From an optimization exercise on the open Yosys and OpenROAD flow, aimed at small area; shortcuts taken in it are not production practice.
Where RTL was checked, it was by simulation tests only, not by an equivalence proof against the original.
For run 2, only the layout was checked, not whether the RTL still works.
No activity file was given, so power comes from the tool's default toggle rates.

===== flow/config.mk =====
export PLATFORM = sky130hd
export DESIGN_NAME = IDPManager
export DESIGN_NICKNAME = IDPManager
export VERILOG_FILES = /design/flow/design.v
export SDC_FILE = /design/flow/constraint.sdc
export NUM_CORES = 4
export LEC_CHECK = 0
export CAP_MARGIN = 20
export CORE_MARGIN = 2
export CORE_UTILIZATION = 40
export SLEW_MARGIN = 20

===== flow/constraint.sdc =====
create_clock -name core_clock -period 16.0 [get_ports {clk}]
set_input_delay 3.2000 -clock core_clock [delete_from_list [all_inputs] [get_ports {clk}]]
set_output_delay 3.2000 -clock core_clock [all_outputs]
set_load 0.01 [all_outputs]

===== flow/design.v =====
module rca #(parameter W = 8) (
    input  [W-1:0] a,
    input  [W-1:0] b,
    input          ci,
    output [W-1:0] s
);
    wire [W:0] c;
    assign c[0] = ci;
    genvar i;
    generate
        for (i = 0; i < W; i = i + 1) begin : g
            assign s[i]   = a[i] ^ b[i] ^ c[i];
            assign c[i+1] = (a[i] & b[i]) | (c[i] & (a[i] ^ b[i]));
        end
    endgenerate
endmodule
module inc #(parameter W = 8) (
    input  [W-1:0] a,
    input          ci,
    output [W-1:0] s
);
    wire [W:0] c;
    assign c[0] = ci;
    genvar i;
    generate
        for (i = 0; i < W; i = i + 1) begin : g
            assign s[i]   = a[i] ^ c[i];
            assign c[i+1] = a[i] & c[i];
        end
    endgenerate
endmodule
module csa #(parameter W = 8) (
    input  [W-1:0] a,
    input  [W-1:0] b,
    input  [W-1:0] c,
    output [W-1:0] s,
    output [W-1:0] y
);
    wire [W-1:0] m = (a & b) | (a & c) | (b & c);
    assign s = a ^ b ^ c;
    assign y = {m[W-2:0], 1'b0};
endmodule
module pop16half (
    input  [15:0] x,
    output [2:0]  h
);
    wire [4:0] s1, c1;
    genvar i;
    generate
        for (i = 0; i < 5; i = i + 1) begin : g
            assign s1[i] = x[3*i] ^ x[3*i+1] ^ x[3*i+2];
            assign c1[i] = (x[3*i] & x[3*i+1]) | (x[3*i] & x[3*i+2]) | (x[3*i+1] & x[3*i+2]);
        end
    endgenerate
    wire a0 = s1[0] ^ s1[1] ^ s1[2];
    wire a1 = (s1[0] & s1[1]) | (s1[0] & s1[2]) | (s1[1] & s1[2]);
    wire b0 = s1[3] ^ s1[4] ^ x[15];
    wire b1 = (s1[3] & s1[4]) | (s1[3] & x[15]) | (s1[4] & x[15]);
    wire w1c = a0 & b0;                  
    wire d0 = c1[0] ^ c1[1] ^ c1[2];
    wire d1 = (c1[0] & c1[1]) | (c1[0] & c1[2]) | (c1[1] & c1[2]);
    wire e0 = c1[3] ^ c1[4] ^ a1;
    wire e1 = (c1[3] & c1[4]) | (c1[3] & a1) | (c1[4] & a1);
    wire f0 = b1 ^ w1c ^ d0;
    wire f1 = (b1 & w1c) | (b1 & d0) | (w1c & d0);
    wire g0 = e0 ^ f0;
    wire g1 = e0 & f0;
    wire k0 = d1 ^ e1 ^ f1;
    wire k1 = (d1 & e1) | (d1 & f1) | (e1 & f1);
    assign h[0] = g0;
    assign h[1] = k0 ^ g1;
    assign h[2] = k1 ^ (k0 & g1);
endmodule
module dec #(parameter W = 8) (
    input  [W-1:0] a,
    input          bi,
    output [W-1:0] s
);
    wire [W:0] b;
    assign b[0] = bi;
    genvar i;
    generate
        for (i = 0; i < W; i = i + 1) begin : g
            assign s[i]   = a[i] ^ b[i];
            assign b[i+1] = ~a[i] & b[i];
        end
    endgenerate
endmodule
module geq #(parameter W = 8) (
    input  [W-1:0] a,
    input  [W-1:0] b,
    output         ge
);
    wire [W:0] c;
    assign c[0] = 1'b1;
    genvar i;
    generate
        for (i = 0; i < W; i = i + 1) begin : g
            assign c[i+1] = (a[i] & ~b[i]) | (c[i] & (a[i] | ~b[i]));
        end
    endgenerate
    assign ge = c[W];
endmodule
module IDPManager(
    input clk,
    input rst_n,
    output MEM_REQ,
    output [31:0] MEM_ADDR,
    output [3:0] MEM_CMD,
    input  [31:0] MEM_DIN,
    input  MEM_VLD,
    input  MEM_FIN,
    input  MEM_IDP_SEL,
    input  pxMem_WR_RDY,
    output pxMem_WR_VLD,
    input  pxMem_GRANT,
    output pxMem_WR_REQ,
    output [19:0] pxMem_Addr,
    output [3:0] pxMem_burst,
    output [15:0] pxMem_out,
    output [19:0] track_din,
    output track_write,
    input  IDP_START,
    output IDP_STATUS,
    input  [31:0] CFG_READ_START_ADDR,
    input  [8:0] CFG_WIDTH,
    input  [8:0] CFG_HEIGHT,
    input  [9:0] CFG_NUM_FMAP
);
    localparam S_IDLE      = 5'd0;
    localparam S_LOAD_CFG  = 5'd1;
    localparam S_SM_GNT    = 5'd2;
    localparam S_SM_CMD    = 5'd3;
    localparam S_SM_WAIT   = 5'd4;
    localparam S_SM_WRT    = 5'd5;
    localparam S_HAM       = 5'd6;    
    localparam S_PX_GNT    = 5'd9;
    localparam S_PX_CMD    = 5'd10;
    localparam S_PX_WAIT   = 5'd11;
    localparam S_PX_WRT    = 5'd12;
    localparam S_MOVE      = 5'd13;
    localparam S_DEC       = 5'd14;
    localparam S_CPY_GNT   = 5'd15;
    localparam S_CPY_CMD   = 5'd16;
    localparam S_BURST     = 5'd17;
    localparam S_CALC_COL  = 5'd18;
    localparam S_CHK_ROW   = 5'd19;
    localparam S_SET_ROW   = 5'd20;
    localparam S_CHK_NEXT  = 5'd21;
    localparam S_FINISH    = 5'd22;
    reg [4:0] state, next_state;
    reg [31:0] ext_addr;
    reg [19:0] pxm_addr;
    reg [9:0]  cur_idx;     
    reg [4:0]  cur_col;     
    reg [8:0]  cur_row;     
    reg [15:0] cur_SM;
    reg [3:0]  cnt;
    reg [15:0] BUFFER [0:15];
    reg [2:0]  tail;        
    reg [4:0]  bcnt;
    reg [15:0] hoh;         
    reg [15:0] bout;
    integer k;
    always @(*) begin
        bout = 16'd0;
        for (k = 0; k < 16; k = k + 1) bout = bout | (BUFFER[k] & {16{hoh[k]}});
    end
    wire bempty = (bcnt == 5'd0);
    wire bfull  = (bcnt[4] == 1'b1);      
    wire st_burst = (state == S_BURST);
    wire bwrite = (state == S_PX_WRT) & ~bfull;
    wire bread  = ((st_burst & cur_SM[15]) | (state == S_CHK_NEXT)) & ~bempty;
    wire [2:0] tail_inc;
    wire [3:0] bcnt_up;
    wire [4:0] bcnt_dn;
    inc #(3) u_tail (.a(tail), .ci(1'b1), .s(tail_inc));
    inc #(4) u_bup (.a(bcnt[4:1]), .ci(1'b1), .s(bcnt_up));
    dec #(5) u_bdn (.a(bcnt), .bi(1'b1), .s(bcnt_dn));
    always @(posedge clk) begin
        if (bwrite) begin
            BUFFER[{tail, 1'b0}] <= MEM_DIN[31:16];
            BUFFER[{tail, 1'b1}] <= MEM_DIN[15:0];
        end
    end
    always @(posedge clk, negedge rst_n) begin
        if (~rst_n) begin
            hoh <= 16'd1;
            tail <= 3'd0;
            bcnt <= 5'd0;
        end else begin
            if (bwrite) begin
                tail <= tail_inc;
                bcnt <= {bcnt_up, bcnt[0]};
            end else if (bread) begin
                hoh <= {hoh[14:0], hoh[15]};
                bcnt <= bcnt_dn;
            end
        end
    end
    wire [2:0] half;
    pop16half u_pop (.x(cur_SM), .h(half));
    assign IDP_STATUS   = (state != S_IDLE);
    assign MEM_REQ      = (state == S_SM_GNT) | (state == S_SM_CMD) | (state == S_PX_GNT) |
                          (state == S_PX_CMD) | (state == S_PX_WAIT);
    assign MEM_CMD      = {1'b0, ((state == S_PX_GNT) | (state == S_PX_CMD)) ? half : 3'd0};
    assign MEM_ADDR     = ext_addr;
    assign pxMem_WR_REQ = (state == S_CPY_GNT) | (state == S_CPY_CMD) | st_burst;
    assign pxMem_WR_VLD = st_burst;
    assign pxMem_Addr   = pxm_addr;
    assign pxMem_burst  = 4'd15;
    assign pxMem_out    = cur_SM[15] ? bout : 16'd0;
    assign track_write  = (state == S_SET_ROW);
    wire [5:0]  nseg;
    inc #(6) u_nseg (.a({1'b0, CFG_WIDTH[8:4]}), .ci(CFG_WIDTH[3:0] != 4'd0), .s(nseg));
    wire [15:0] N16 = {6'd0, CFG_NUM_FMAP};
    wire [15:0] r0 = ~pxm_addr[19:4];
    wire [15:0] r1 = N16 & {16{nseg[0]}};
    wire [15:0] r2 = (N16 << 1) & {16{nseg[1]}};
    wire [15:0] r3 = (N16 << 2) & {16{nseg[2]}};
    wire [15:0] r4 = (N16 << 3) & {16{nseg[3]}};
    wire [15:0] r5 = ((N16 << 4) & {16{nseg[4]}}) | ((N16 << 5) & {16{nseg[5]}});
    wire [15:0] s1a, y1a, s1b, y1b, s2, y2, s3, y3, tsum;
    csa #(16) u_c1a (.a(r0), .b(r1), .c(r2), .s(s1a), .y(y1a));
    csa #(16) u_c1b (.a(r3), .b(r4), .c(r5), .s(s1b), .y(y1b));
    csa #(16) u_c2  (.a(s1a), .b(y1a), .c(s1b), .s(s2), .y(y2));
    csa #(16) u_c3  (.a(s2), .b(y2), .c(y1b), .s(s3), .y(y3));
    rca #(16) u_tr  (.a(s3), .b(y3), .ci(1'b0), .s(tsum));
    assign track_din = {~tsum, pxm_addr[3:0]};
    wire [4:0] col_inc;
    inc #(5) u_col (.a(cur_col), .ci(1'b1), .s(col_inc));
    wire col_ge;
    geq #(5) u_colge (.a(cur_col), .b(CFG_WIDTH[8:4]), .ge(col_ge));
    wire col_wrap = col_ge | ((col_inc == CFG_WIDTH[8:4]) & (CFG_WIDTH[3:0] == 4'd0));
    always @(*) begin
        next_state = state;
        case (state)
            S_IDLE:     if (IDP_START) next_state = S_LOAD_CFG;
            S_LOAD_CFG: next_state = S_SM_GNT;
            S_SM_GNT:   if (MEM_IDP_SEL) next_state = S_SM_CMD;
            S_SM_CMD:   next_state = S_SM_WAIT;
            S_SM_WAIT:  if (MEM_VLD) next_state = S_SM_WRT;
            S_SM_WRT:   if (MEM_FIN) next_state = S_HAM;
            S_HAM:      if (cnt == 4'd15) next_state = S_PX_GNT;
            S_PX_GNT:   if (MEM_IDP_SEL) next_state = S_PX_CMD;
            S_PX_CMD:   next_state = S_PX_WAIT;
            S_PX_WAIT:  if (MEM_VLD) next_state = S_PX_WRT;
            S_PX_WRT:   if (MEM_FIN) next_state = cur_SM[15] ? S_DEC : S_MOVE;
            S_MOVE: begin
                if (cur_SM[15]) next_state = S_DEC;
                else if (cnt == 4'd15) next_state = S_CPY_GNT;
            end
            S_DEC: begin
                if (cnt == 4'd15) next_state = S_CPY_GNT;
                else if (~cur_SM[14]) next_state = S_MOVE;
            end
            S_CPY_GNT:  if (pxMem_GRANT) next_state = S_CPY_CMD;
            S_CPY_CMD:  next_state = S_BURST;
            S_BURST:    if (pxm_addr[3:0] == 4'd15) next_state = S_CALC_COL;
            S_CALC_COL: next_state = S_CHK_ROW;
            S_CHK_ROW:  next_state = (&cur_idx) ? S_SET_ROW : S_CHK_NEXT;
            S_SET_ROW:  next_state = S_CHK_NEXT;
            S_CHK_NEXT: begin
                if (&cur_row) next_state = S_FINISH;
                else if (~bempty) next_state = S_HAM;
                else next_state = S_SM_GNT;
            end
            S_FINISH:   next_state = S_IDLE;
            default:    next_state = 5'bxxxxx;
        endcase
    end
    wire st_smwrt = (state == S_SM_WRT);
    wire st_pxcmd = (state == S_PX_CMD);
    wire [31:0] ext_next;
    assign ext_next[0] = ext_addr[0];
    assign ext_next[1] = ext_addr[1] ^ st_smwrt;
    wire c2 = (st_smwrt & ext_addr[1]) | st_pxcmd;
    wire [2:0] f = half & {3{st_pxcmd}};
    wire [3:0] lo_sum;
    rca #(3) u_elo (.a(ext_addr[4:2]), .b(f), .ci(c2), .s(lo_sum[2:0]));
    assign lo_sum[3] = (ext_addr[4] & f[2]) | ((ext_addr[4] ^ f[2]) &
                       ((ext_addr[3] & f[1]) | ((ext_addr[3] ^ f[1]) &
                       ((ext_addr[2] & f[0]) | ((ext_addr[2] ^ f[0]) & c2)))));
    assign ext_next[4:2] = lo_sum[2:0];
    inc #(27) u_ehi (.a(ext_addr[31:5]), .ci(lo_sum[3]), .s(ext_next[31:5]));
    wire [19:0] pxm_next;
    inc #(20) u_pxm (.a(pxm_addr), .ci(st_burst), .s(pxm_next));
    wire rot = st_burst | (state == S_DEC) | ((state == S_MOVE) & ~cur_SM[15]);
    always @(posedge clk, negedge rst_n) begin
        if (~rst_n) begin
            state    <= S_IDLE;
            ext_addr <= 32'd0;
            pxm_addr <= 20'd0;
        end else begin
            state <= next_state;
            ext_addr <= (state == S_LOAD_CFG) ? CFG_READ_START_ADDR : ext_next;
            pxm_addr <= (state == S_LOAD_CFG) ? 20'd0 : pxm_next;
        end
    end
    wire [9:0] idx_inc;
    wire [8:0] row_inc;
    wire [3:0] cnt_inc;
    inc #(10) u_idx (.a(cur_idx), .ci(1'b1), .s(idx_inc));
    inc #(9)  u_row (.a(cur_row), .ci(1'b1), .s(row_inc));
    inc #(4)  u_cnt (.a(cnt), .ci(1'b1), .s(cnt_inc));
    always @(posedge clk) begin
        if (state == S_LOAD_CFG) begin
            cur_idx <= ~CFG_NUM_FMAP;
            cur_col <= 5'd0;
            cur_row <= ~CFG_HEIGHT;
        end else if (state == S_CALC_COL) begin
            if (col_wrap) begin
                cur_idx <= idx_inc;
                cur_col <= 5'd0;
            end else
                cur_col <= col_inc;
        end else if (state == S_SET_ROW) begin
            cur_idx <= ~CFG_NUM_FMAP;
            cur_row <= row_inc;
        end
        if (state == S_SM_WRT) cur_SM <= MEM_DIN[31:16];
        else if ((state == S_CHK_NEXT) & ~bempty) cur_SM <= bout;
        else if (rot) cur_SM <= {cur_SM[14:0], cur_SM[15]};
        if ((state == S_SM_WRT) | (state == S_CHK_NEXT)) cnt <= 4'd9;
        else if ((state == S_HAM) | (state == S_DEC) | ((state == S_MOVE) & ~cur_SM[15]))
            cnt <= cnt_inc;
    end
endmodule

===== flow/flow/run.sh =====
#!/bin/bash
# The standard layout (standard synthesis, floorplan, power grid, placement,
# CTS, routing), with two changes: port buffers use the smallest buffer cell,
# and CTS uses small clock buffers without dummy loads.
set -euo pipefail
bash standard.sh \
  "BUFFER_PORTS_ARGS=-buffer_cell sky130_fd_sc_hd__buf_1" \
  "CTS_ARGS=-sink_clustering_enable -repair_clock_nets -buf_list {sky130_fd_sc_hd__clkbuf_4} -sink_clustering_size 10 -sink_clustering_max_diameter 40 -dont_use_dummy_load" \
  finish > flow_make.log 2>&1

===== flow/standard.sh =====
#!/bin/bash
# synth_recipe.tcl (not shown) runs the flow's synth.tcl, then flattens the netlist and writes it again
# the make line also repeats each setting of config.mk as NAME=value (left out here)
make -C /OpenROAD-flow-scripts/flow DESIGN_CONFIG=/design/flow/config.mk WORK_HOME=/design/flow/orfs CLKGATE_MAP_FILE= SYNTH_SCRIPT=/design/flow/synth_recipe.tcl "${@:-finish}"

==> flow_summary.toml, run 1 <==
[timing]
fin_crit_sh_pct = 94.04
fin_skew_ns = 0.1385
fin_crit_ns = 15.05
slew-limit-headroom_pct = 22.08
fin_setup_tns_ns = 0
finalSetupViolCount = 0
hold_viol_final = 0
worst_pin_slew_ns = 1.169
max_clock_freq_ghz = 0.06646
slew_viol_final = 0
layout_setup_ws_ns = 0.9535
rsz0062_at_grt = "false"

[logic_synthesis]
synth_area_sq_um = 18060
synthFlopType = "edfxtp_1"
postSynthCellCount = 1261
yosysSeqAreaShare_pct = 60.62
ys_ff_latch = 381
ys_types = 71
synth_edf_count = 291
syn_area_per_cell_sq_um = 14.32
yosys_warnings = 1
ys_async_sr_fraction_pct = 21.26

[clocking]
ctsResizeCount = 0
postCtsSetupRepairBufs = 0
clk_latency_ns = 0.85
root_buffer = "clkbuf_4"
htree_levels = 2
clk_pin_slew_ns = 0.08
postCtsHoldBufs = 0
cts_tree = "done"
cts.sinks = 381
clockBufferDepth = 3
cts_made_buffers = 61

[setup_path]
cp_common_cell = "fa_1"
reg2reg_from = "cur_SM[3]"
cp.required_ns = 12.80
r2r_end = "ext_addr[30]"
reg2reg_depth = 40
max_stage_delay_ns = 0.56
crit_type = "in -> out"
critPathArrivalTime_ns = 11.85
cp-end-kind = "output pin"
cp-start-kind = "primary input"
critPathSlowestCell = "fa_1"
ff2ff_setup_slack_ns = 6.89
cp_max_fo = 10

[drt]
vias = 11290
drc = 0
drt_first_iter_violations = 781
drtPass1Iterations = 5
vias_per_cell = 5.495
totalWireLength_mm = 44.92
wl_per_cell_um = 21.86
ant_nets = 0

[die]
dieArea_sq_um = 46860
initial_core_util_pct = 40.66
die_width_um = 216.5
pin_count = 201
fp.dieH_um = 216.5
rows = 77
core_area_sq_um = 44410

[grt]
grt_pass1_wl_mm = 68.44
track_usage_pct = 19.23
grt_max_degree = 75
grt_pass1_vias = 11470
grt.overflow.total = 0
grt_antenna_before_repair = 2

[cells_and_area]
final_nets = 1718
n_fill_cell = 4083
drive_gt1_share_pct = 10.19
area_delta_synth_final_pct = 10.01

[run]
maxCapViolations = 0

[worst_hold_path]
hold_class = "reg -> reg"
worstHoldStart = "cnt[0]"
min_to = "cnt[0]"
hold-path-cell-count = 2

[place]
dp_hpwl_mm = 27.74
gp_congestion = 0.8005
dp_slack_ns = 0.8701
io_buffers = 194

[power]
p_leak_nw = 7.491
ir_worst_vdd_mv = 0.1542
powerDensity_nw_per_um2 = 141.3

[outcome]
outcome = "finished clean"
Yosys cell counts (3+ instances only):
cell / number / share of area, %
mux2i_1: 6 / 0.33
a31oi_1: 4 / 0.14
nor4_1: 3 / 0.10
ha_1: 92 / 6.4
nand4_1: 5 / 0.17
dfxtp_1: 9 / 1.0
fa_1: 62 / 6.9
nor2_1: 48 / 1.0
edfxtp_1: 291 / 48
inv_1: 91 / 1.9
a221oi_1: 65 / 3.2
nand2b_1: 12 / 0.42
a22oi_1: 7 / 0.29
buf_4: 12 / 0.50
a21oi_1: 22 / 0.61
nor2b_1: 26 / 0.90
and4_1: 16 / 0.78
xor2_1: 5 / 0.24
clkbuf_1: 46 / 0.96
nand3_1: 7 / 0.19
o21ai_0: 11 / 0.30
nand2_1: 59 / 1.2
a211oi_1: 17 / 0.71
mux2_2: 44 / 2.7
a32o_1: 3 / 0.17
xnor2_1: 13 / 0.63
a22o_1: 69 / 3.3
buf_2: 10 / 0.28
dfrtp_1: 80 / 11
buf_1: 8 / 0.17
a21o_1: 18 / 0.75
mux2_1: 3 / 0.19
a221o_1: 3 / 0.17
and2_1: 36 / 1.2
nor3_1: 11 / 0.30
state kept, by name, indices dropped and copies added (netlist names):
signal    cells
cnt           4
cur_col       5
pxm_addr     20
BUFFER      256
tail          3
bcnt          5
hoh          16
cur_row       9
cur_SM       16
state         5
ext_addr     32
cur_idx      10
metal layers:
layer,global-route usage [%],share of wire (%),up-vias
met4,6.050,2.3,2
met3,3.467,6.3,74
met1,26.22,44,5681
met5,0,0.029,-
met2,31.31,48,421
li1,-,-,5114
metrics by stage:
step / hold slack [ns] / utilization (%) / cells / cell area (sq um) / power, mW
global route: 0.5329 / 44.73 / 2055 / 19870 / 3.006
detailed placement: 0.4888 / 43.68 / 1993 / 19400 / 2.356
global placement: 0.4806 / 43.67 / 1993 / 19400 / 2.324
floorplan: 0.4660 / - / 1264 / 18070 / 1.976
finish: 0.5034 / 44.73 / 2055 / 19870 / 2.807
CTS: 0.5087 / 44.71 / 2054 / 19860 / 2.849
area by class of cell:
cell class / instances / area [sq um] / area share, %
Inverter: 91 / 341.6 / 1.719
Clock buffer: 61 / 457.9 / 2.305
Timing Repair Buffer: 215 / 889.6 / 4.478
Sequential cell: 381 / 10950 / 55.11
Tap cell: 592 / 740.7 / 3.728
Antenna cell: 1 / 2.502 / 0.01260
Multi-Input combinational cell: 714 / 6486 / 32.65
kinds of logic after synthesis:
logic type,share of synthesized area (%)
DFF,60.62
AOI/OAI and AO/OA,10.70
and+or+nand+nor,7.344
buffers and inverters,3.915
adders and majority gates,13.25
muxes,3.263
xor gates and xnor gates,0.8730
other,0.04159
worst max path at each step:
stage                     cells past startpoint         start             to  slack, ns
after CTS                                    27  CFG_WIDTH[3]  track_din[19]       0.85
after global placement                       27  CFG_WIDTH[3]  track_din[19]       0.96
after floorplan                              26  CFG_WIDTH[3]  track_din[19]       1.40
after global routing                         27  CFG_WIDTH[3]  track_din[19]       0.49
after detailed placement                     27  CFG_WIDTH[3]  track_din[19]       0.87
final                                        27  CFG_WIDTH[3]  track_din[19]       0.95
critical path, delay by kind of cell:
family / cells / cell delay, ns
AND/OR/NAND/NOR: 2 / 0.60
buffers and inverters: 4 / 0.42
adder cells (fa/ha/maj): 19 / 7.37
XOR/XNOR: 2 / 0.27
power breakdown:
group          internal [mW]  switching [mW]
Combinational          0.423           0.615
Clock                  0.172           0.316
Sequential              1.20          0.0843
Total                   1.79            1.01
placed cells by master, fill, tap and decap left out, drive strengths merged, types with 48 or more instances in the layout:
cell / synthesis / layout
clkbuf: 46 / 62
buf: 32 / 214
a22o: 69 / 69
edfxtp: 291 / 291
nand2: 59 / 59
dfrtp: 80 / 80
inv: 91 / 91
ha: 92 / 92
fa: 62 / 62
a221oi: 65 / 65
nor2: 48 / 48
==> run 2: changes to the inputs <==
--- a/flow/design.v
+++ b/flow/design.v
@@ -129,23 +129,23 @@
 );
-    localparam S_IDLE      = 5'd0;
-    localparam S_LOAD_CFG  = 5'd1;
-    localparam S_SM_GNT    = 5'd2;
-    localparam S_SM_CMD    = 5'd3;
-    localparam S_SM_WAIT   = 5'd4;
-    localparam S_SM_WRT    = 5'd5;
-    localparam S_HAM       = 5'd6;    
-    localparam S_PX_GNT    = 5'd9;
-    localparam S_PX_CMD    = 5'd10;
-    localparam S_PX_WAIT   = 5'd11;
-    localparam S_PX_WRT    = 5'd12;
-    localparam S_MOVE      = 5'd13;
-    localparam S_DEC       = 5'd14;
-    localparam S_CPY_GNT   = 5'd15;
-    localparam S_CPY_CMD   = 5'd16;
-    localparam S_BURST     = 5'd17;
-    localparam S_CALC_COL  = 5'd18;
-    localparam S_CHK_ROW   = 5'd19;
-    localparam S_SET_ROW   = 5'd20;
-    localparam S_CHK_NEXT  = 5'd21;
-    localparam S_FINISH    = 5'd22;
+    localparam S_IDLE = 5'd0;
+    localparam S_LOAD_CFG = 5'd1;
+    localparam S_SM_GNT = 5'd4;
+    localparam S_SM_CMD = 5'd5;
+    localparam S_SM_WAIT = 5'd6;
+    localparam S_SM_WRT = 5'd7;
+    localparam S_HAM = 5'd3;    
+    localparam S_PX_GNT = 5'd8;
+    localparam S_PX_CMD = 5'd9;
+    localparam S_PX_WAIT = 5'd10;
+    localparam S_PX_WRT = 5'd11;
+    localparam S_MOVE = 5'd12;
+    localparam S_DEC = 5'd13;
+    localparam S_CPY_GNT = 5'd16;
+    localparam S_CPY_CMD = 5'd17;
+    localparam S_BURST = 5'd18;
+    localparam S_CALC_COL = 5'd20;
+    localparam S_CHK_ROW = 5'd21;
+    localparam S_SET_ROW = 5'd22;
+    localparam S_CHK_NEXT = 5'd23;
+    localparam S_FINISH = 5'd2;
     reg [4:0] state, next_state;
@@ -287,3 +287,5 @@
     inc #(20) u_pxm (.a(pxm_addr), .ci(st_burst), .s(pxm_next));
-    wire rot = st_burst | (state == S_DEC) | ((state == S_MOVE) & ~cur_SM[15]);
+    wire rot = st_burst | (state == S_DEC) | ((state == S_MOVE) & ~cur_SM[15]) |
+               (state == S_CALC_COL) | (state == S_CHK_ROW) | (state == S_SET_ROW) |
+               (state == S_IDLE) | (state == S_LOAD_CFG) | (state == S_FINISH);
     always @(posedge clk, negedge rst_n) begin
@@ -320,6 +322,6 @@
         end
-        if (state == S_SM_WRT) cur_SM <= MEM_DIN[31:16];
-        else if ((state == S_CHK_NEXT) & ~bempty) cur_SM <= bout;
+        if (state[4:2] == 3'b001) cur_SM <= MEM_DIN[31:16];
+        else if (state == S_CHK_NEXT) cur_SM <= bout;
         else if (rot) cur_SM <= {cur_SM[14:0], cur_SM[15]};
-        if ((state == S_SM_WRT) | (state == S_CHK_NEXT)) cnt <= 4'd9;
+        if ((state[4:2] == 3'b001) | (state == S_CHK_NEXT)) cnt <= 4'd9;
         else if ((state == S_HAM) | (state == S_DEC) | ((state == S_MOVE) & ~cur_SM[15]))
==> run 2 against run 1 <==
  * Still clean on timing, DRC and antenna
  * Sequential share of layout area is 0.57 points higher
  * Die area is 0.43% lower
  * Sequential power hardly changed
  * Clock-buffer cell count is 12 lower
  * Area after synthesis is 0.44% lower
  * Final area is 1.0% lower
  * Register-to-register slack better by 0.20 ns
  * Synthesized cell count is 6.3% higher
  * Sequential cell count stayed put
  * Critical path type unchanged
  * Largest cell class unchanged
  * Largest power group unchanged
==> flow_summary.toml, run 2 <==
[timing]
fin_crit_ns = 15.21
slew-limit-headroom_pct = 20.81
rsz0062_at_grt = "false"
hold_viol_final = 0
finalSetupViolCount = 0
fin_skew_ns = 0.1426
fin_setup_tns_ns = 0
max_clock_freq_ghz = 0.06577
fin_crit_sh_pct = 95.03
worst_pin_slew_ns = 1.188
slew_viol_final = 0

[drt]
drtPass1Iterations = 5
drc = 0
totalWireLength_mm = 45.88
drt_first_iter_violations = 912
vias = 11470
vias_per_cell = 5.416
wl_per_cell_um = 21.66
ant_nets = 0

[logic_synthesis]
postSynthCellCount = 1341
yosys-top-cells-count = "291 x edfxtp_1, 151 x nand2_1, 92 x ha_1"
yosys_warnings = 1
synth_area_leaders = "edfxtp_1 49%, dfrtp_1 11%, fa_1 6.9%"
yosys.area.top_type = "edfxtp_1"
synth_edf_count = 291
synth.most_common_cell = "edfxtp_1"
ys_async_sr_fraction_pct = 21.26
ys_ff_latch = 381
synth_area_sq_um = 17980
syn_area_per_cell_sq_um = 13.41
yosysSeqAreaShare_pct = 60.89
ys_types = 73
synth_top_area_share_pct = 48.60
synthFlopType = "edfxtp_1"

[setup_path]
crit_family = "adder cells"
reg2reg_from = "cur_SM[6]"
crit_type = "in -> out"
cp_common_cell = "fa_1"
cp_max_fo = 10
critPathArrivalTime_ns = 12.01
reg2reg_depth = 40
crit_buf_inv = 3
cp.required_ns = 12.80
critPathSlowestCell = "fa_1"
cp-start-kind = "primary input"
cp_num_cells = 26
cp-end-kind = "output pin"
max_stage_delay_ns = 0.57
startpoint = "CFG_WIDTH[3]"

[clocking]
clockBufferDepth = 3
cts_tree = "done"
cts.sinks = 381
postCtsSetupRepairBufs = 0
postCtsHoldBufs = 0
htree_levels = 2
ctsResizeCount = 0
clk_pin_slew_ns = 0.06
clk_latency_ns = 0.78
cts_made_buffers = 49
root_buffer = "clkbuf_4"

[place]
gp_congestion = 0.8103
place_area_sq_um = 19290
dp_hpwl_mm = 28.60
io_buffers = 194

[cells_and_area]
largest_reg_flops = 256
final_area_sq_um = 19670
largest_register = "BUFFER"
final_nets = 1781
final_cell_mix = "291 x edfxtp_1, 193 x buf_1, 151 x nand2_1"
drive_gt1_share_pct = 7.541
reg.largest.list = "BUFFER (256), ext_addr (32), pxm_addr (20)"
area_delta_synth_final_pct = 9.402
layout_commonest_cell = "edfxtp_1"

[die]
initial_core_util_pct = 40.57
die_width_um = 216.0
dieArea_sq_um = 46660
pin_count = 201
rows = 77
core_area_sq_um = 44320
fp.dieH_um = 216.0

[grt]
grt_antenna_before_repair = 1
grt.overflow.total = 0
track_usage_pct = 19.69
grt_pass1_vias = 11540
grt_max_degree = 82
grt_pass1_wl_mm = 69.90

[outcome]
outcome = "finished clean"

[worst_hold_path]
worstHoldStart = "ext_addr[0]"
hold-path-cell-count = 2
hold_class = "reg -> reg"

[power]
ir_worst_vdd_mv = 0.1940
powerDensity_nw_per_um2 = 138.0
p_leak_nw = 7.617

[run]
maxCapViolations = 0
==> run 2: layout make-up <==
type | count | area, sq um
fillers | 4083 | 24650
flip-flops and latches | 381 | 10950
multi-input cells | 793 | 6399
repair buffers | 212 | 870.8
well taps | 592 | 740.7
clock buffers | 49 | 367.9
inverters | 90 | 337.8
diodes | 1 | 2.502
==> run 2: cells by family (layout without fill, tap and decap cells) <==
| kind of cell | after synthesis | count (layout) | share of synthesized area (%) |
|---|---|---|---|
| flops | 381 | 381 | 60.89 |
| simple gates | 345 | 345 | 9.110 |
| compound gates | 248 | 248 | 10.45 |
| buf+inv | 170 | 351 | 3.925 |
| fa+ha+maj | 154 | 154 | 13.31 |
| mux | 23 | 23 | 1.406 |
| xor+xnor | 18 | 18 | 0.8769 |
| other cells | 2 | 6 | 0.04177 |
==> run 2: per-layer routing <==
layer	GRT usage (%)	vias to the layer above	share of wire [%]
met4	6.027	0	2.7
met3	3.185	77	6.3
li1	-	5243	-
met5	0	-	0
met2	32.85	380	49
met1	26.52	5772	42
==> run 2: final timing paths <==
path / slack, ns / endpoint
setup / recovery: 0.79 / track_din[19]
hold / removal: 0.47 / ext_addr[0]
setup reg to reg: 7.09 / ext_addr[31]
hold reg to reg: 0.47 / ext_addr[0]
max in group asynchronous: 12.72 / hoh[3]
min in group asynchronous: 2.62 / pxm_addr[18]
==> run 2: power breakdown <==
group          switching, mW  total, mW  internal (mW)
clock network          0.301      0.442          0.140
registers             0.0783       1.25           1.18
logic                  0.629       1.02          0.390
total                   1.01       2.71           1.71
==> run 2: worst min-delay path: cells and delay by family (launching register included) <==
family / cells / cell delay (ns)
flops: 1 / 0.34
simple gates: 2 / 0.11
==> run 2: per-stage QoR <==
| step | cells | hold WS [ns] | setup slack, ns | utilization (%) | power [mW] |
|---|---|---|---|---|---|
| after floorplan | 1344 | 0.4524 | 1.241 | - | 1.952 |
| after global placement | 2068 | 0.4557 | 0.8180 | 43.52 | 2.307 |
| after detailed placement | 2068 | 0.4612 | 0.7359 | 43.53 | 2.329 |
| after CTS | 2117 | 0.4768 | 0.7427 | 44.36 | 2.771 |
| after global routing | 2118 | 0.5279 | 0.4250 | 44.38 | 2.930 |
| final | 2118 | 0.4731 | 0.7947 | 44.38 | 2.715 |
==> run 3: changes to the inputs <==
--- a/flow/design.v
+++ b/flow/design.v
@@ -161,3 +161,4 @@
     reg [4:0]  bcnt;
-    reg [15:0] hoh;         
+    reg [3:0]  hlo, hhi;    
+    wire [15:0] hoh = {{4{hhi[3]}} & hlo, {4{hhi[2]}} & hlo, {4{hhi[1]}} & hlo, {4{hhi[0]}} & hlo};
     reg [15:0] bout;
@@ -187,3 +188,4 @@
         if (~rst_n) begin
-            hoh <= 16'd1;
+            hlo <= 4'd1;
+            hhi <= 4'd1;
             tail <= 3'd0;
@@ -195,3 +197,4 @@
             end else if (bread) begin
-                hoh <= {hoh[14:0], hoh[15]};
+                hlo <= {hlo[2:0], hlo[3]};
+                if (hlo[3]) hhi <= {hhi[2:0], hhi[3]};
                 bcnt <= bcnt_dn;
==> run 3 against run 2 <==
  * Highest routed layer unchanged
  * Sequential share of layout area is 0.56 points lower
  * Clock skew decreased by 0.029 ns
  * Hold slack gained 0.014 ns
  * Global-route usage shrank 0.33 points
  * Critical path type unchanged
  * Final area shrank 0.83%
  * Clock power is 1% lower
  * Sequential power rose by 4%
  * Critical path depth rose by 1
  * Synthesized cell count up 2.0%
  * Clock-buffer cell count is the same
  * Worst setup slack lost 0.022 ns
  * Critical endpoint unchanged
==> flow_summary.toml, run 3 <==
[power]
powerDensity_nw_per_um2 = 142.0
clkPwrFrac_pct = 15.8
p_seq_share_pct = 46.8
p_leak_nw = 7.275
p_comb_share_pct = 37.4
finalPower_mw = 2.769
p_int_mw = 1.726
p_sw_mw = 1.043
ir_worst_vdd_mv = 0.1198
swShare_pct = 37.66

[timing]
fin_setup_tns_ns = 0
finalSetupViolCount = 0
fin_crit_ns = 15.23
slew_viol_final = 0
fin_crit_sh_pct = 95.17
hold_viol_final = 0
fin_skew_ns = 0.1139
slew-limit-headroom_pct = 31.64
worst_pin_slew_ns = 1.022
max_clock_freq_ghz = 0.06567
rsz0062_at_grt = "false"

[cells_and_area]
final_cell_mix = "291 x edfxtp_1, 193 x buf_1, 171 x nand2_1"
area_delta_synth_final_pct = 9.743
n_fill_cell = 4157
drive_gt1_share_pct = 6.113
reg.largest.list = "BUFFER (256), ext_addr (32), pxm_addr (20)"
layout_commonest_cell = "edfxtp_1"
final_nets = 1810
largest_reg_flops = 256
seq_area_sq_um = 10750
largest_register = "BUFFER"
multi_input_area_sq_um = 6381

[logic_synthesis]
syn_area_per_cell_sq_um = 12.99
ys_ff_latch = 373
post_synth_fa_ha_maj_area_fraction_pct = 13.52
synth_top_area_share_pct = 49.17
ys_async_sr_fraction_pct = 19.57
synth_area_sq_um = 17770
synth.most_common_cell = "edfxtp_1"
synth_top_family_by_area = "adder cells"
synthFlopType = "edfxtp_1"
yosysSeqAreaShare_pct = 60.47
yosys.area.top_type = "edfxtp_1"
yosys-top-cells-count = "291 x edfxtp_1, 172 x nand2_1, 94 x inv_1"
synth_edf_count = 291
synth_compound_area_share_pct = 10.83
yosys_warnings = 1
synthSimpleGateAreaFrac_pct = 9.659
ys_types = 68
muxShareOfSynthArea_pct = 0.5350
synth_area_leaders = "edfxtp_1 49%, dfrtp_1 10%, fa_1 7.0%"
postSynthCellCount = 1368
synth_xor_area_share_pct = 0.8870

[worst_hold_path]
hold-path-cell-count = 2
hold_class = "reg -> reg"

[setup_path]
cp-end-kind = "output pin"
reg2reg_depth = 38
cp-start-kind = "primary input"
crit_type = "in -> out"
cp.required_ns = 12.80
critPathArrivalTime_ns = 12.03
cp_max_fo = 3

[die]
rows = 77
initial_core_util_pct = 40.37
fp.dieH_um = 214.8
dieArea_sq_um = 46130
core_area_sq_um = 44030
pin_count = 201
die_width_um = 214.8

[grt]
grt_antenna_before_repair = 2
grt_pass1_vias = 11840
grt_max_degree = 74
track_usage_pct = 19.36
grt.overflow.total = 0
grt_pass1_wl_mm = 69.33

[clocking]
clk_latency_ns = 0.75
ctsResizeCount = 0
postCtsSetupRepairBufs = 0
htree_levels = 2
postCtsHoldBufs = 0
root_buffer = "clkbuf_4"
clk_pin_slew_ns = 0.08
cts_tree = "done"
cts_made_buffers = 49
cts.sinks = 373
clockBufferDepth = 3

[drt]
drc = 0
totalWireLength_mm = 44.35
drtPass1Iterations = 10
drt_first_iter_violations = 1119
ant_nets = 0
vias_per_cell = 5.465
vias = 11740
wl_per_cell_um = 20.65

[place]
io_buffers = 194
gp_congestion = 0.8542
dp_hpwl_mm = 28.00

[run]
maxCapViolations = 0

[outcome]
outcome = "finished clean"
==> run 3: cell types whose count changed after synthesis, moves of 10 or more <==
cell / delta
nand2_1: +21
mux2_2: -15
a22o_1: -23
clkbuf_1: +10
a21oi_1: +35
o22ai_1: +30
nand3_1: -18
a221oi_1: -30
nor2b_1: -10
a222oi_1: +34
a22oi_1: -19
==> run 3: power by group through the flow <==
stage | sequential (mW) | combinational, mW | clock [mW]
global route | 1.32 | 1.20 | 0.492
global placement | 1.31 | 1.04 | 0
floorplan | 1.28 | 0.697 | 0
detailed placement | 1.32 | 1.07 | 0
CTS | 1.30 | 1.07 | 0.453
finish | 1.30 | 1.03 | 0.437
==> run 3: final timing paths <==
check                             start             to  slack [ns]
max                        CFG_WIDTH[3]  track_din[19]        0.77
min                          cur_col[0]     cur_col[0]        0.49
max reg2reg                  cur_SM[15]   ext_addr[31]        7.00
min reg2reg                  cur_col[0]     cur_col[0]        0.49
max in group asynchronous         rst_n       state[0]       12.68
min in group asynchronous         rst_n         hhi[2]        2.63
==> run 3: cell families (layout without fill, tap and decap cells) <==
family / after synthesis / count (layout)
XOR/XNOR: 18 / 18
other: 2 / 7
multiplexers: 9 / 9
AND/OR/NAND/NOR: 363 / 363
flip-flops: 373 / 373
adder cells (fa/ha/maj): 155 / 155
AO/OA/AOI/OAI: 270 / 270
buffers and inverters: 178 / 361
==> run 3: critical path, stage by stage <==
cell	delay, ns
buf_1	0.07
nor4_1	0.64
inv_1	0.10
ha_1	0.21
ha_1	0.18
ha_1	0.18
ha_1	0.18
ha_1	0.31
and2_1	0.19
fa_1	0.51
fa_1	0.57
fa_1	0.43
fa_1	0.41
fa_1	0.46
fa_1	0.46
fa_1	0.47
fa_1	0.47
fa_1	0.49
fa_1	0.47
fa_1	0.46
fa_1	0.46
fa_1	0.42
inv_1	0.08
fa_1	0.19
xnor2_1	0.15
xnor2_1	0.14
buf_1	0.16
==> run 3: through the flow <==
stage	worst slack (ns)	hold WS (ns)	instances	area, sq um	util [%]
global placement	0.7968	0.4570	2097	19120	43.43
CTS	0.7012	0.4825	2146	19500	44.29
finish	0.7731	0.4871	2148	19510	44.30
floorplan	1.351	0.4492	1371	17780	-
global route	0.4017	0.5231	2148	19510	44.30
detailed placement	0.7162	0.4681	2097	19130	43.45
==> run 3: area by class of cell <==
| class | count | share of cell area, % |
|---|---|---|
| diodes | 2 | 0.02566 |
| clock buffers | 49 | 1.886 |
| well taps | 592 | 3.798 |
| multi-input cells | 820 | 32.72 |
| inverters | 95 | 1.828 |
| flip-flops and latches | 373 | 55.11 |
| repair buffers | 217 | 4.638 |
==> run 3: routing by layer <==
| layer | routed length [um] | global-route usage, % | vias up |
|---|---|---|---|
| li1 | - | - | 5376 |
| met1 | 18850 | 26.41 | 5872 |
| met2 | 21360 | 32.10 | 417 |
| met3 | 3097 | 3.171 | 73 |
| met4 | 1045 | 5.347 | 0 |
| met5 | 0 | 0 | - |
==> run 4: changes to the inputs <==
--- a/flow/config.mk
+++ b/flow/config.mk
@@ -9,3 +9,4 @@
 export CORE_MARGIN = 2
-export CORE_UTILIZATION = 40
+export CORE_UTILIZATION = 60
+export PLACE_DENSITY = 0.7
 export SLEW_MARGIN = 20
==> run 4 against run 3 <==
  * Maximum frequency up 1.1%
  * Clock skew is 0.027 ns lower
  * Via count grew 1.1%
  * Core utilization increased by 21 points
  * Final cell count is 9.5% lower
  * Still clean
  * Area after synthesis stayed put
==> flow_summary.toml, run 4 <==
[outcome]
outcome = "finished clean"

[logic_synthesis]
synthFlopType = "edfxtp_1"
ys_async_sr_fraction_pct = 19.57
ys_ff_latch = 373
synth_area_sq_um = 17770
ys_types = 68
yosys-top-cells-count = "291 x edfxtp_1, 172 x nand2_1, 94 x inv_1"
postSynthCellCount = 1368
yosysSeqAreaShare_pct = 60.47
yosys.area.top_type = "edfxtp_1"
synth_top_area_share_pct = 49.17
synth_area_leaders = "edfxtp_1 49%, dfrtp_1 10%, fa_1 7.0%"
yosys_warnings = 1
synth.most_common_cell = "edfxtp_1"
syn_area_per_cell_sq_um = 12.99
synth_edf_count = 291

[timing]
fin_setup_tns_ns = 0
slew-limit-headroom_pct = 32.95
fin_skew_ns = 0.08730
hold_viol_final = 0
max_clock_freq_ghz = 0.06637
fin_crit_ns = 15.07
finalSetupViolCount = 0
slew_viol_final = 0
rsz0062_at_grt = "false"
layout_setup_ws_ns = 0.9323
fin_crit_sh_pct = 94.17
worst_pin_slew_ns = 1.006

[drt]
drt_first_iter_violations = 1326
totalWireLength_mm = 42.03
vias_per_cell = 6.102
drt-met1-wl_mm = 17.12
wl_per_cell_um = 21.62
drc = 0
drtPass1Iterations = 6
dr_wl_met3_mm = 4.234
ant_nets = 0
top_layer = "met4"
vias = 11860
met2_length_mm = 19.65

[setup_path]
crit_buf_inv = 4
critPathSlowestCell = "fa_1"
cp-end-kind = "output pin"
max_stage_delay_ns = 0.56
cp.required_ns = 12.80
critPathArrivalTime_ns = 11.87
cp-start-kind = "primary input"
crit_type = "in -> out"
cp_max_fo = 10
crit_family = "adder cells"
cp_common_cell = "fa_1"

[clocking]
ctsResizeCount = 0
cts_made_buffers = 52
postCtsSetupRepairBufs = 0
clk_pin_slew_ns = 0.09
root_buffer = "clkbuf_4"
clockBufferDepth = 3
clk_latency_ns = 0.74
cts_tree = "done"
htree_levels = 2
postCtsHoldBufs = 0
cts.sinks = 373

[die]
initial_core_util_pct = 60.45
dieArea_sq_um = 31010
core_area_sq_um = 29400
die_width_um = 176.1
fp.dieH_um = 176.1
rows = 63
pin_count = 201

[cells_and_area]
reg.largest.list = "BUFFER (256), ext_addr (32), pxm_addr (20)"
utilization_pct = 65.45
n_fill_cell = 2320
layout_commonest_cell = "edfxtp_1"
drive_gt1_share_pct = 6.182
final_nets = 1809
area_delta_synth_final_pct = 8.272
largest_register = "BUFFER"
largest_reg_flops = 256
final_cell_mix = "291 x edfxtp_1, 193 x buf_1, 171 x nand2_1"

[place]
dp_slack_ns = 0.8328
io_buffers = 194
gp_congestion = 0.8177
dp_hpwl_mm = 25.67

[grt]
track_usage_pct = 27.64
grt_antenna_before_repair = 1
grt_pass1_wl_mm = 65.83
grt_pass1_vias = 12020
grt.overflow.total = 0
grt_max_degree = 74

[worst_hold_path]
hold_class = "reg -> reg"

[power]
ir_worst_vdd_mv = 0.1409
p_leak_nw = 7.268
powerDensity_nw_per_um2 = 142.2

[run]
maxCapViolations = 0
==> run 4: cells by family (layout without fill, tap and decap cells) <==
| logic type | after synthesis | in the layout | synth area share (%) |
|---|---|---|---|
| adder cells (fa/ha/maj) | 155 | 155 | 13.52 |
| buffers and inverters | 178 | 360 | 4.055 |
| multiplexers | 9 | 9 | 0.5350 |
| flip-flops | 373 | 373 | 60.47 |
| other | 2 | 6 | 0.04225 |
| AO/OA/AOI/OAI | 270 | 270 | 10.83 |
| AND/OR/NAND/NOR | 363 | 363 | 9.659 |
| XOR/XNOR | 18 | 18 | 0.8870 |
==> run 4: layout make-up <==
cell class	instances	area, sq um	area share (%)
tap	390	488.0	2.536
multi-input combinational	820	6377	33.14
antenna	1	2.502	0.01300
clock buffer	52	390.4	2.029
sequential	373	10750	55.86
timing repair buffer	213	878.3	4.564
inverter	95	356.6	1.853
==> run 4: power breakdown <==
group	total, mW	internal (mW)	switching, mW	leakage [nW]
logic	0.994	0.397	0.597	3.39
clock network	0.445	0.148	0.297	0.239
registers	1.30	1.18	0.116	3.64
==> run 4: worst paths after layout <==
check	cells past startpoint	slack (ns)	endpoint	startpoint
max	27	0.93	track_din[19]	CFG_WIDTH[3]
min	2	0.48	ext_addr[0]	ext_addr[0]
max reg2reg	41	7.02	ext_addr[31]	cur_SM[9]
min reg2reg	2	0.48	ext_addr[0]	ext_addr[0]
max in group asynchronous	2	12.80	pxm_addr[5]	rst_n
min in group asynchronous	2	2.66	ext_addr[11]	rst_n
==> run 4: through the flow <==
stage	std cells	hold WS (ns)	instance area, sq um	power, mW
floorplan	1371	0.4492	17780	1.979
global placement	1891	0.4584	18840	2.279
detailed placement	1891	0.4601	18840	2.317
CTS	1943	0.4825	19230	2.760
global route	1944	0.5301	19240	2.952
finish	1944	0.4838	19240	2.737
==> run 4: routing by layer <==
metal | vias up | track usage (%)
li1 | 5372 | -
met1 | 5787 | 39.81
met2 | 612 | 44.31
met3 | 91 | 4.371
met4 | 0 | 7.679
met5 | - | 0
==> run 4: worst reg2reg max path, delay by kind of cell, from the launching register on <==
kind	cells	cell delay (ns)
XOR/XNOR	1	0.14
AND/OR/NAND/NOR	3	0.46
buffers and inverters	3	0.18
flip-flops	1	0.39
AO/OA/AOI/OAI	1	0.08
adder cells (fa/ha/maj)	33	7.53
==> run 5: changes to the inputs <==
--- a/flow/config.mk
+++ b/flow/config.mk
@@ -7,3 +7,3 @@
 export LEC_CHECK = 0
-export CAP_MARGIN = 20
+export CAP_MARGIN = 0
 export CORE_MARGIN = 2
@@ -11,2 +11,2 @@
 export PLACE_DENSITY = 0.7
-export SLEW_MARGIN = 20
+export SLEW_MARGIN = 0
==> run 5 against run 4 <==
  * Clock-buffer cell count is the same
  * Critical path depth unchanged
  * Largest cell class unchanged
  * Sequential power is essentially flat
  * Largest power group unchanged
  * Register-to-register slack barely moved
  * Core utilization hardly changed
  * Sequential cell count did not move
  * Critical endpoint unchanged
  * Hold slack worse by 0.0042 ns
==> flow_summary.toml, run 5 <==
[setup_path]
crit_buf_inv = 4
cp-end-kind = "output pin"
reg2reg_from = "cur_SM[9]"
cp.required_ns = 12.80
critPathArrivalTime_ns = 11.87
cp-start-kind = "primary input"
crit_type = "in -> out"
r2r_end = "ext_addr[31]"
reg2reg_depth = 41
ff2ff_setup_slack_ns = 7.01
max_stage_delay_ns = 0.56
cp_max_fo = 10
cp_common_cell = "fa_1"
critPathSlowestCell = "fa_1"
crit_family = "adder cells"

[timing]
worst_pin_slew_ns = 1.104
finalSetupViolCount = 0
fin_skew_ns = 0.08812
hold_viol_final = 0
slew-limit-headroom_pct = 25.86
hold_ws_ns = 0.4796
max_clock_freq_ghz = 0.06635
fin_crit_ns = 15.07
rsz0062_at_grt = "false"
fin_crit_sh_pct = 94.20
fin_setup_tns_ns = 0
slew_viol_final = 0

[logic_synthesis]
muxShareOfSynthArea_pct = 0.5350
syn_area_per_cell_sq_um = 12.99
ys_types = 68
synthSimpleGateAreaFrac_pct = 9.659
postSynthCellCount = 1368
synthFlopType = "edfxtp_1"
yosysSeqAreaShare_pct = 60.47
yosys.area.top_type = "edfxtp_1"
synth_xor_area_share_pct = 0.8870
synth_area_leaders = "edfxtp_1 49%, dfrtp_1 10%, fa_1 7.0%"
synth_edf_count = 291
post_synth_fa_ha_maj_area_fraction_pct = 13.52
synth.most_common_cell = "edfxtp_1"
yosys-top-cells-count = "291 x edfxtp_1, 172 x nand2_1, 94 x inv_1"
ys_async_sr_fraction_pct = 19.57
ys_ff_latch = 373
synth_top_family_by_area = "adder cells"
synth_top_area_share_pct = 49.17
synth_compound_area_share_pct = 10.83
synth_area_sq_um = 17770
yosys_warnings = 1

[clocking]
cts_made_buffers = 52
postCtsSetupRepairBufs = 0
cts_tree = "done"
clockBufferDepth = 3
root_buffer = "clkbuf_4"
htree_levels = 2
clk_latency_ns = 0.74
clk_pin_slew_ns = 0.09
postCtsHoldBufs = 0
cts.sinks = 373
ctsResizeCount = 0

[cells_and_area]
final_nets = 1809
drive_gt1_share_pct = 6.117
area_delta_synth_final_pct = 8.222
largest_reg_flops = 256
reg.largest.list = "BUFFER (256), ext_addr (32), pxm_addr (20)"
final_cell_mix = "291 x edfxtp_1, 193 x buf_1, 171 x nand2_1"
finalNonFillerCells = 1944
layout_commonest_cell = "edfxtp_1"
n_fill_cell = 2322
largest_register = "BUFFER"

[drt]
drtPass1Iterations = 7
totalWireLength_mm = 42.02
drc = 0
wl_per_cell_um = 21.62
ant_nets = 0
vias = 11870
drt_first_iter_violations = 1320
vias_per_cell = 6.105

[place]
dp_hpwl_mm = 25.67
placed_cells = 1891
gp_congestion = 0.8177
io_buffers = 194

[power]
powerDensity_nw_per_um2 = 142.1
p_comb_share_pct = 36.3
p_sw_mw = 1.008
finalPower_mw = 2.733
ir_worst_vdd_mv = 0.1406
swShare_pct = 36.88
clkPwrFrac_pct = 16.3
p_leak_nw = 7.265
p_int_mw = 1.725
p_seq_share_pct = 47.4

[grt]
grt_pass1_vias = 12020
grt_pass1_wl_mm = 65.83
use_met3_pct = 4.371
grt_use_met2_pct = 44.31
grt_max_degree = 74
busiest_layer = "met2"
grt_antenna_before_repair = 1
grt.overflow.total = 0
track_usage_pct = 27.64
met1_usage_pct = 39.81

[die]
core_area_sq_um = 29400
pin_count = 201
dieArea_sq_um = 31010
die_width_um = 176.1
rows = 63
initial_core_util_pct = 60.45
fp.dieH_um = 176.1

[worst_hold_path]
hold_class = "reg -> reg"
min_to = "ext_addr[0]"
hold-path-cell-count = 2
worstHoldStart = "ext_addr[0]"

[run]
maxCapViolations = 0

[outcome]
outcome = "finished clean"
## run 5: cell type report
cell class              instances  area (sq um)  area share (%)
flip-flops and latches        373         10750           55.89
multi-input cells             820          6372           33.13
repair buffers                213         874.6           4.547
clock buffers                  52         390.4           2.030
well taps                     390         488.0           2.537
inverters                      95         356.6           1.854
diodes                          1         2.502         0.01301
## run 5: logic make-up after synthesis
kind of cell | Yosys count
mux | 9
flops | 373
other cells | 2
buf+inv | 178
xor+xnor | 18
fa+ha+maj | 155
compound gates | 270
simple gates | 363
## run 5: how the worst max path moves through the flow
stage	start	end	depth (start not counted)
2_1_floorplan	CFG_WIDTH[3]	track_din[19]	26
3_3_place_gp	CFG_WIDTH[3]	track_din[19]	27
3_5_place_dp	CFG_WIDTH[3]	track_din[19]	27
4_1_cts	CFG_WIDTH[3]	track_din[19]	27
5_1_grt	CFG_WIDTH[3]	track_din[19]	27
6_report	CFG_WIDTH[3]	track_din[19]	27
## run 5: per-layer routing
metal	vias up	share of wire, %
li1	5381	-
met1	5818	42
met2	576	47
met3	93	9.0
met4	0	2.4
met5	-	0
## run 5: power groups by stage
| stage | Clock [mW] | Combinational (mW) | Sequential, mW |
|---|---|---|---|
| finish | 0.445 | 0.991 | 1.30 |
| global route | 0.492 | 1.15 | 1.31 |
| CTS | 0.457 | 1.01 | 1.30 |
| detailed placement | 0 | 1.00 | 1.32 |
| global placement | 0 | 0.968 | 1.31 |
| floorplan | 0 | 0.697 | 1.28 |
## run 5: stage by stage
stage	cell area [sq um]	utilization (%)	worst slack [ns]
after floorplan	17780	-	1.351
after global placement	18840	64.08	0.8779
after detailed placement	18840	64.08	0.8328
after CTS	19230	65.41	0.8505
after global routing	19230	65.42	0.3887
final	19230	65.42	0.9285
## run 5: worst register-to-register path: cells and delay by family, from the launching register on
kind                       cells  cell delay (ns)
buffers and inverters          3             0.18
xor gates and xnor gates       1             0.14
and+or+nand+nor                3             0.46
DFF                            1             0.39
AOI/OAI and AO/OA              1             0.08
adders and majority gates     33             7.54
==> run 6: changes to the inputs <==
--- a/flow/config.mk
+++ b/flow/config.mk
@@ -7,6 +7,8 @@
 export LEC_CHECK = 0
-export CAP_MARGIN = 0
+export CAP_MARGIN = 20
 export CORE_MARGIN = 2
 export CORE_UTILIZATION = 60
+export GPL_ROUTABILITY_DRIVEN = 0
+export GPL_TIMING_DRIVEN = 0
 export PLACE_DENSITY = 0.7
-export SLEW_MARGIN = 0
+export SLEW_MARGIN = 20
==> run 6 against run 5 <==
  * Wire length is 8.2% higher
  * Critical endpoint unchanged
  * Clock-buffer cell count is 1 lower
  * Global-route usage increased by 2.0 points
  * Clock skew increased by 0.056 ns
==> flow_summary.toml, run 6 <==
[outcome]
outcome = "finished clean"

[drt]
drt-met1-wl_mm = 18.19
vias_per_cell = 6.100
drc = 0
drtPass1Iterations = 6
totalWireLength_mm = 45.46
ant_nets = 0
drt_first_iter_violations = 1517
wl_per_cell_um = 22.16
dr_wl_met3_mm = 5.047
vias = 12520
met2_length_mm = 20.61
top_layer = "met4"

[clocking]
htree_levels = 2
clk_latency_ns = 0.75
postCtsSetupRepairBufs = 0
cts.sinks = 373
clockBufferDepth = 3
root_buffer = "clkbuf_4"
cts_tree = "done"
ctsResizeCount = 0
cts_made_buffers = 51
clk_pin_slew_ns = 0.08
postCtsHoldBufs = 0

[power]
p_leak_nw = 7.605
powerDensity_nw_per_um2 = 137.9
finalPower_mw = 2.741
ir_worst_vdd_mv = 0.1474

[cells_and_area]
final_cell_mix = "291 x edfxtp_1, 200 x buf_1, 172 x nand2_1"
largest_register = "BUFFER"
final_nets = 1916
drive_gt1_share_pct = 8.193
reg.largest.list = "BUFFER (256), ext_addr (32), pxm_addr (20)"
largest_reg_flops = 256
layout_commonest_cell = "edfxtp_1"
area_delta_synth_final_pct = 11.78

[timing]
slew_viol_final = 0
hold_viol_final = 0
max_clock_freq_ghz = 0.06510
fin_skew_ns = 0.1439
rsz0062_at_grt = "false"
fin_crit_sh_pct = 96.01
worst_pin_slew_ns = 1.215
layout_setup_ws_ns = 0.6380
finalSetupViolCount = 0
fin_setup_tns_ns = 0
fin_crit_ns = 15.36
slew-limit-headroom_pct = 16.91

[logic_synthesis]
yosys.area.top_type = "edfxtp_1"
synth_area_sq_um = 17770
synth_top_area_share_pct = 49.17
yosys-top-cells-count = "291 x edfxtp_1, 172 x nand2_1, 94 x inv_1"
synth_edf_count = 291
ys_async_sr_fraction_pct = 19.57
synth.most_common_cell = "edfxtp_1"
ys_types = 68
synth_area_leaders = "edfxtp_1 49%, dfrtp_1 10%, fa_1 7.0%"
ys_ff_latch = 373
postSynthCellCount = 1368
yosys_warnings = 1
syn_area_per_cell_sq_um = 12.99
yosysSeqAreaShare_pct = 60.47
synthFlopType = "edfxtp_1"

[setup_path]
cp_max_fo = 10
cp-end-kind = "output pin"
cp.required_ns = 12.80
critPathArrivalTime_ns = 12.16
crit_type = "in -> out"
cp-start-kind = "primary input"

[place]
dp_hpwl_mm = 32.66
dp_slack_ns = 0.5780
io_buffers = 194

[die]
rows = 63
die_width_um = 176.1
fp.dieH_um = 176.1
initial_core_util_pct = 60.45
pin_count = 201
dieArea_sq_um = 31010
core_area_sq_um = 29400

[grt]
grt.overflow.total = 0
grt_pass1_vias = 12400
track_usage_pct = 29.60
grt_max_degree = 31
grt_pass1_wl_mm = 69.48
grt_antenna_before_repair = 1

[worst_hold_path]
hold_class = "reg -> reg"

[run]
maxCapViolations = 0
run 6: kinds of logic (layout without fill, tap and decap cells):
family          count (synthesis)  count (layout)  share of synthesized area, %
xor+xnor                       18              18                        0.8870
compound gates                270             270                         10.83
flops                         373             373                         60.47
buf+inv                       178             467                         4.055
fa+ha+maj                     155             155                         13.52
mux                             9               9                        0.5350
simple gates                  363             363                         9.659
other cells                     2               7                       0.04225
run 6: critical path, cell delays in order:
cell	delay (ns)
buf_1	0.07
nor4_1	0.52
inv_1	0.09
ha_1	0.20
ha_1	0.18
ha_1	0.18
ha_1	0.18
ha_1	0.26
clkbuf_1	0.35
and2_1	0.22
fa_1	0.42
fa_1	0.57
fa_1	0.44
fa_1	0.41
fa_1	0.46
fa_1	0.47
fa_1	0.47
fa_1	0.47
fa_1	0.46
fa_1	0.47
fa_1	0.48
fa_1	0.47
fa_1	0.42
inv_1	0.09
fa_1	0.18
xnor2_1	0.13
xnor2_1	0.13
buf_1	0.17
run 6: metal layers:
metal  track usage [%]  vias to the layer above
met1             42.18                     6060
met5                 0                        -
li1                  -                     5604
met2             45.20                      740
met3             6.503                      113
met4             11.05                        0
run 6: through the flow:
step | hold WS, ns | util [%] | instances | cell area, sq um
after global routing | 0.5007 | 67.56 | 2051 | 19860
after CTS | 0.4808 | 67.53 | 2050 | 19860
after detailed placement | 0.4697 | 66.23 | 1999 | 19470
after floorplan | 0.4492 | - | 1371 | 17780
final | 0.4818 | 67.57 | 2052 | 19870
after global placement | 0.4585 | 64.62 | 1955 | 19000
run 6: path summary, 6_finish.rpt:
path	to	slack, ns	depth (start not counted)	from
max reg2reg	ext_addr[31]	7.17	41	cur_SM[9]
min reg2reg	cur_col[0]	0.48	2	cur_col[0]
max	track_din[19]	0.64	28	CFG_WIDTH[3]
min	cur_col[0]	0.48	2	cur_col[0]
min in group asynchronous	ext_addr[18]	2.39	1	rst_n
max in group asynchronous	state[0]	13.03	3	rst_n
run 6: layout make-up:
class	count	area, sq um
Tap cell	390	488.0
Multi-Input combinational cell	820	6386
Buffer	83	364.1
Inverter	95	356.6
Timing Repair Buffer	238	1136
Fill cell	2289	9535
Sequential cell	373	10750
Antenna cell	2	5.005
Clock buffer	51	382.9
run 6: power by group:
part | switching [mW] | leakage (nW) | internal (mW) | total [mW]
sequential | 0.0781 | 3.64 | 1.18 | 1.26
clock | 0.300 | 0.235 | 0.146 | 0.446
combinational | 0.630 | 3.72 | 0.403 | 1.03

==> port drivers added, routing unchanged <==
The flow's constraints put no driver on any port. The routed layouts listed below were extracted and timed again, unchanged, in two steps. Step 1: set_driving_cell puts a clkbuf_16 on clk and a buf_2 on each other input, an assumption about the parent block. Step 2, shift: input delay + t, output delay - t, t = (earliest + latest rising clock arrival at the registers) / 2. This alone moves slack from input paths to output paths. Slacks: no drivers / after step 1 / after step 2; pairs: no drivers / after step 1.
run | shift t [ns] | slack for setup (ns) | worst setup path after step 2 | slew at the worst register clock pin (ns)
run 1 | 0.834 | 0.953 / 0.932 / 0.932 | input to output | 0.11 / 0.11
run 2 | 0.748 | 0.795 / 0.774 / 0.774 | input to output | 0.11 / 0.11
run 3 | 0.750 | 0.773 / 0.751 / 0.751 | input to output | 0.11 / 0.11
run 4 | 0.738 | 0.932 / 0.912 / 0.912 | input to output | 0.11 / 0.11
run 5 | 0.741 | 0.929 / 0.909 / 0.909 | input to output | 0.11 / 0.11
run 6 | 0.735 | 0.638 / 0.617 / 0.617 | input to output | 0.12 / 0.12
After both steps setup and hold are still met in every run listed. For run 3, which loses most, drivers alone change the setup slack by -0.022 ns; drivers and shift together by -0.022 ns.
